Context: an optimization exercise on an open-source flow, tuned for small area and a short achievable clock period. The choices shown serve that exercise and are no tape-out recipe.
For this run, only the layout was checked, not whether the RTL still works.
No activity file was given, so power comes from the tool's default toggle rates.

## design.v

```verilog
module mproc (input wire clk, reset, input wire [15:0] d_in, output wire [6:0] addr, output wire [15:0] d_out);
  reg  [6:0]   pc;
  reg  [10:0]  ir;       
  reg  [1:0]   cls;      
  reg  [127:0] rfn;      
  wire [127:0] rf = ~rfn;
  reg  [15:0]  opa, opb; 
  reg          f, l, c;  
  wire e   = ~f & ~l;
  wire ld  = cls == 2'b10;
  wire ef  = e & ~ld;
  wire el  = e & ld;
  wire jmp = (cls == 2'b01) & ef;
  wire wr  = el | (ef & (cls == 2'b00));
  wire [2:0]  wa = ir[8:6];
  wire [15:0] res;
  wire [15:0] wd = reset ? 16'd0 : (el ? d_in : res);
  wire        ua = reset | f | (wr & (wa == ir[2:0]));
  wire        ub = reset | f | (wr & (wa == ir[5:3]));
  wire       fs = f & ~reset;
  wire [7:0] sa = (8'd1 << d_in[2:0]) & {8{fs}};
  wire [7:0] sb = (8'd1 << d_in[5:3]) & {8{fs}};
  wire [15:0] ra = (rf[15:0] & {16{sa[0]}}) |
                     (rf[31:16] & {16{sa[1]}}) |
                     (rf[47:32] & {16{sa[2]}}) |
                     (rf[63:48] & {16{sa[3]}}) |
                     (rf[79:64] & {16{sa[4]}}) |
                     (rf[95:80] & {16{sa[5]}}) |
                     (rf[111:96] & {16{sa[6]}}) |
                     (rf[127:112] & {16{sa[7]}}) |
                     (wd & {16{ua & ~fs}}) | (opa & {16{~ua}});
  wire [15:0] rb = (rf[15:0] & {16{sb[0]}}) |
                     (rf[31:16] & {16{sb[1]}}) |
                     (rf[47:32] & {16{sb[2]}}) |
                     (rf[63:48] & {16{sb[3]}}) |
                     (rf[79:64] & {16{sb[4]}}) |
                     (rf[95:80] & {16{sb[5]}}) |
                     (rf[111:96] & {16{sb[6]}}) |
                     (rf[127:112] & {16{sb[7]}}) |
                     (wd & {16{ub & ~fs}}) | (opb & {16{~ub}});
  wire [15:0] a = opa, b = opb;
  wire [1:0]  op = ir[10:9];
  wire [15:0] bx = b ^ {16{op[0]}};
  wire [15:0] g0 = a & bx, p0 = a ^ bx;
  wire [15:0] g1, p1, g2, p2, g3, p3, g4, p4;
  wire [15:0] gi = {g0[15:1], g0[0] | (p0[0] & op[0])};
  genvar gi_;
  generate
    for (gi_ = 0; gi_ < 16; gi_ = gi_ + 1) begin : pfx
      if ((gi_ % 2) >= 1) begin assign g1[gi_] = gi[gi_] | (p0[gi_] & gi[gi_ - 1 - (gi_ % 1)]); assign p1[gi_] = p0[gi_] & p0[gi_-1]; end
      else begin assign g1[gi_] = gi[gi_]; assign p1[gi_] = p0[gi_]; end
      if ((gi_ % 4) >= 2) begin assign g2[gi_] = g1[gi_] | (p1[gi_] & g1[gi_ - (gi_ % 2) - 1]); assign p2[gi_] = p1[gi_] & p1[gi_ - (gi_ % 2) - 1]; end
      else begin assign g2[gi_] = g1[gi_]; assign p2[gi_] = p1[gi_]; end
      if ((gi_ % 8) >= 4) begin assign g3[gi_] = g2[gi_] | (p2[gi_] & g2[gi_ - (gi_ % 4) - 1]); assign p3[gi_] = p2[gi_] & p2[gi_ - (gi_ % 4) - 1]; end
      else begin assign g3[gi_] = g2[gi_]; assign p3[gi_] = p2[gi_]; end
      if ((gi_ % 16) >= 8) begin assign g4[gi_] = g3[gi_] | (p3[gi_] & g3[gi_ - (gi_ % 8) - 1]); assign p4[gi_] = p3[gi_] & p3[gi_ - (gi_ % 8) - 1]; end
      else begin assign g4[gi_] = g3[gi_]; assign p4[gi_] = p3[gi_]; end
    end
  endgenerate
  wire [15:0] cin = {g4[14:0], op[0]};
  wire [15:0] sum = p0 ^ cin;
  wire co = g4[15];
  assign res = op[1] ? (op[0] ? (a | b) : (a & b)) : sum;
  wire nz = |d_in[13:11];
  wire [1:0] cls_in = {d_in[15] | (~d_in[14] & nz), d_in[14] | (~d_in[15] & nz)};
  integer i;
  always @(posedge clk) begin
    c <= co;
    for (i = 0; i < 8; i = i + 1)
      if (reset | (wr & (wa == i))) rfn[16*i +: 16] <= ~wd;
    opa <= ra;
    opb <= rb;
    if (reset) begin
      pc <= 7'd0; ir <= 11'd0; cls <= 2'b00; f <= 1'b1; l <= 1'b0; c <= 1'b0;
    end else begin
      if (el | f) pc <= pc + 7'd1;
      else if (jmp & c) pc <= pc - ir[6:0];
      if (f) begin ir <= d_in[10:0]; cls <= cls_in; end
      f <= l | ef;
      l <= el;
    end
  end
  assign addr  = pc;
  assign d_out = opa;
endmodule
```

## constraint.sdc

```tcl
create_clock -name core_clock -period 8.5 [get_ports {clk}]
set_input_delay 1.7000 -clock core_clock [delete_from_list [all_inputs] [get_ports {clk}]]
set_output_delay 1.7000 -clock core_clock [all_outputs]
set_load 0.01 [all_outputs]
```

## standard.sh

```bash
#!/bin/bash
# synth_recipe.tcl (not shown) runs the flow's synth.tcl, then flattens the netlist and writes it again
# the make line also repeats each setting of config.mk as NAME=value (left out here)
make -C /OpenROAD-flow-scripts/flow DESIGN_CONFIG=/design/flow/config.mk WORK_HOME=/design/flow/orfs CLKGATE_MAP_FILE= SYNTH_SCRIPT=/design/flow/synth_recipe.tcl "${@:-finish}"
```

## config.mk

```make
export PLATFORM = sky130hd
export DESIGN_NAME = mproc
export DESIGN_NICKNAME = mproc
export VERILOG_FILES = /design/flow/design.v
export SDC_FILE = /design/flow/constraint.sdc
export NUM_CORES = 4
export LEC_CHECK = 0
export ABC_AREA = 1
export CAP_MARGIN = 20
export CORE_MARGIN = 2
export CORE_UTILIZATION = 50
export CTS_BUF_LIST = sky130_fd_sc_hd__clkbuf_8
export SETUP_SLACK_MARGIN = 5.0
export SLEW_MARGIN = 20
```

## flow/run.sh

```bash
#!/bin/bash
# The standard layout, with repair_timing aiming for a larger setup margin and
# plain buffers on the ports.
set -euo pipefail
bash standard.sh SETUP_SLACK_MARGIN=5.8 "BUFFER_PORTS_ARGS=-buffer_cell sky130_fd_sc_hd__buf_2" finish > run_standard.log 2>&1
```

==> notes.md <==
[cells in the final DEF, fill, tap and decap left out, types with 10 or more instances in the layout]
master,synthesis,final
clkbuf_8,0,17
buf_2,18,37
dfxtp_1,55,30
inv_1,116,109
nor2_1,131,112
nand2_2,6,17
o22ai_1,119,111
edfxtp_1,128,128
nand2_1,184,152
ha_1,21,20
dfxtp_4,0,11
nand2_8,0,17
o21ai_0,46,36
nand3_1,38,37
dfxtp_2,0,14
nor2_2,2,10
nor2_4,6,17
o22ai_2,3,10
a21oi_1,49,43
nand2_4,2,11
buf_4,4,79
nand4_1,17,17
[cell type report]
class                           count  share of cell area [%]
Clock buffer                       17                    1.96
Clock inverter                     15                    1.69
Inverter                          121                    4.38
Multi-Input combinational cell    700                    38.1
Sequential cell                   183                    41.9
Tap cell                          234                    2.45
Timing Repair Buffer              135                    9.48
Timing Repair inverter              1                  0.0942
[flip-flops by register name (all words and copies together), names as in the netlist]
register  flops
rfn         128
f             1
opb          16
cls           2
c             1
l             1
ir           11
opa          16
pc            7
[worst max-delay path, delay by kind of cell, from the launching register on]
family / cells / cell delay, ns
adders and majority gates: 2 / 0.83
buffers and inverters: 3 / 0.38
and+or+nand+nor: 5 / 0.63
AOI/OAI and AO/OA: 3 / 0.35
DFF: 1 / 0.39
[worst max-delay path by stage]
stage                from  endpoint  slack, ns  cells past startpoint
floorplan           reset   opb[14]       5.73                     13
global placement    reset   opb[12]       4.99                     12
detailed placement  reset    opa[4]       4.93                     10
CTS                 reset   rfn[97]       5.72                      5
global route        ir[9]  rfn[117]       5.61                     13
finish              ir[9]  rfn[117]       5.65                     13
[Yosys cell counts (all sizes together), types with 3 or more instances]
master,number,area share [%]
a21oi,49,2.6
buf,26,1.7
clkbuf,12,0.48
dfxtp,55,12
edfxtp,128,41
fa,5,1.1
ha,21,2.8
inv,121,4.9
nand2,192,8.0
nand3,38,2.0
nand4,17,1.1
nor2,140,6.3
nor3,9,0.48
o211ai,4,0.32
o21ai,46,2.5
o221ai,3,0.28
o22ai,122,8.4
o41ai,8,0.75
or2,11,0.74
xnor2,6,0.56
xor2,10,0.94
[what timing repair did]
action / CTS / global route
resized for setup: 92 / 101
pin swaps: 16 / 34
setup buffers: 31 / 51
gates cloned: 2 / 7
endpoints found under the setup margin: 166 / 164
[layer usage]
metal  global-route usage (%)  up-vias
li1                         -     3873
met1                     41.9     4095
met2                     49.0      588
met3                     5.23      109
met4                     13.2        0
met5                        0        -
[kinds of logic after synthesis]
family	share of synthesized area (%)
AND/OR/NAND/NOR	19.3
AO/OA/AOI/OAI	15.3
flip-flops	52.9
buffers and inverters	7.08
adder cells (fa/ha/maj)	3.88
XOR/XNOR	1.50
[where the power goes]
group	switching (mW)	internal, mW	total, mW
combinational	0.812	0.482	1.29
clock	0.333	0.324	0.657
sequential	0.205	1.35	1.55
total	1.35	2.15	3.51
[stage by stage]
stage,util [%],hold slack (ns)
global placement,53.9,0.473
CTS,59.5,0.506
global route,64.5,0.514
detailed placement,53.9,0.483
finish,64.5,0.502
floorplan,-,0.447
==> notes.md <==
Die W: 141 um
Port-buffer cells: 40
Worst Hold Launch: pc[0]
Initial drt markers: 1183
DR top layer: met4
WS Path Type: register to register
Routed metal-1 wirelength: 13400 um
DR pass1 iterations: 5
Routed len/inst: 23.7 um
PwrDens: 293 mW/mm2
R2r worst-path depth: 13
Vias in the first global route: 7673
Clock-pin slew on the worst setup and hold paths: 0.09 ns
Worst Skew: 0.0217 ns
Vias per cell: 6.16
Setup-failing EPs final: 0
Skew-Pair Late Insertion Delay: 0.48 ns
H-tree Lvls: 4
Fmax: 351 MHz
Post-synthesis async set-or-reset flop share: 0%
Final Hold Viols: 0
Core area: 0.0185 mm2
Post-layout min period: 2.85 ns
Die ar.: 0.0198 mm2
Remaining DRCs: 0
Crit path max-delay cell type: fa_2
Routed wl met3: 3450 um
Cell Area, Synth: 0.00935 mm2
Final #Nets: 1203
Clk buf depth: 2
Fin area: 0.0120 mm2
Run status: no timing/DRC/antenna violations
CP Capture Type: register
Largest net degree at the start of global routing: 23
Hold-fix buffers, CTS: 0
Placement Setup Slack: 4.93 ns
Crit share post-route: 33.5%
Layout cell share with drive strength beyond 1: 27.9%
Setup crit start kind: register
I/O pin cnt: 41
Worst EP arrival: 3.06 ns
Mapped Nets: 1081
Die height: 141 um
Cell Area, Placed: 0.00999 mm2
R2R Setup Slk: 5.65 ns
Max VDD drop: 144 uV
Multi-input logic area: 0.00455 mm2
Tot Pwr: 3.51 mW
Register area share after synthesis: 52.9%
Register Area: 0.00500 mm2
Non-filler instance count after layout: 1406
RSZ-0062 raised after global routing: yes
ANT cells: 0
Clock sinks: 183
Cell repeated most along the worst path: nand2_2
Syn. warnings: 1
# fillers: 1482
Global placement routability congestion: 0.855
WL met2: 15000 um
Row count: 50
Hold EP: pc[0]
Pleak: 4.90 nW
EDFF count, synth: 128
Syn Area/Cell: 9.02 um2
Maximum Capacitance Violations: 0
Dpl hpwl: 18900 um
Mapped Cells: 1037
Final setup TNS: 0 ns
Hold path cells: 2
Placed insts: 1283
Worst-path cell chain: clkbuf_16, inv_1, o21ai_1, fa_2, nand2_2, nand2_2, and2_4, fa_2, nand2_2, nor3b_4, o21ai_2, o21ai_2, inv_2
CTS tree: built
Max-slew headroom: 34.1%
Synth cell types: 44
Max-slew violation count: 0
Post-route ant nets: 0
Initial antenna violation count: 0
Worst-margin pin slew: 0.987 ns
CP max stage delay: 0.42 ns
Critical Path RT: 8.71 ns
Layout area overhead: 27.8%
Initial Util: 50.5%
Tightest Hold Check Type: register to register
CP Max Fanout: 8
Total CTS buffers: 17
Grt total ovfl: 0
Total GRT Usage: 30.7%
First-pass GRT wire length: 45200 um
Synthesized flop and latch total: 183
Vias: 8665
Reg2Reg Launch Point: ir[9]
Drt total wl: 33400 um
Reg2reg end: rfn[117]
CTS root buffer: clkbuf_8
Final worst slack: 5.65 ns
Main synth FF type: edfxtp_1

==> afterwards: timing with drivers on the ports <==
In the flow no input, the clock included, has a driving cell. The finished layout below was timed again as built, in two steps.
Step 1 assumes that a clkbuf_16 drives the clock port and a buf_2 every other input.
Step 2 times the ports against the registers' clock, not the clock port: input delays grow and output delays shrink by t, the midpoint of the rising clock arrivals with the driver on.
a / b / c = ideal / step 1 / step 2; a / b = the first two.
t (ns): 0.511
setup WS [ns]: 5.649 / 5.649 / 5.234
worst hold slack (ns): 0.502 / 0.502 / 0.502
worst slew at a driven data input, ns: 0.08
After both steps setup and hold are still met in this run. The setup slack of this run moves by 0.000 ns with the drivers and by -0.415 ns with both steps.
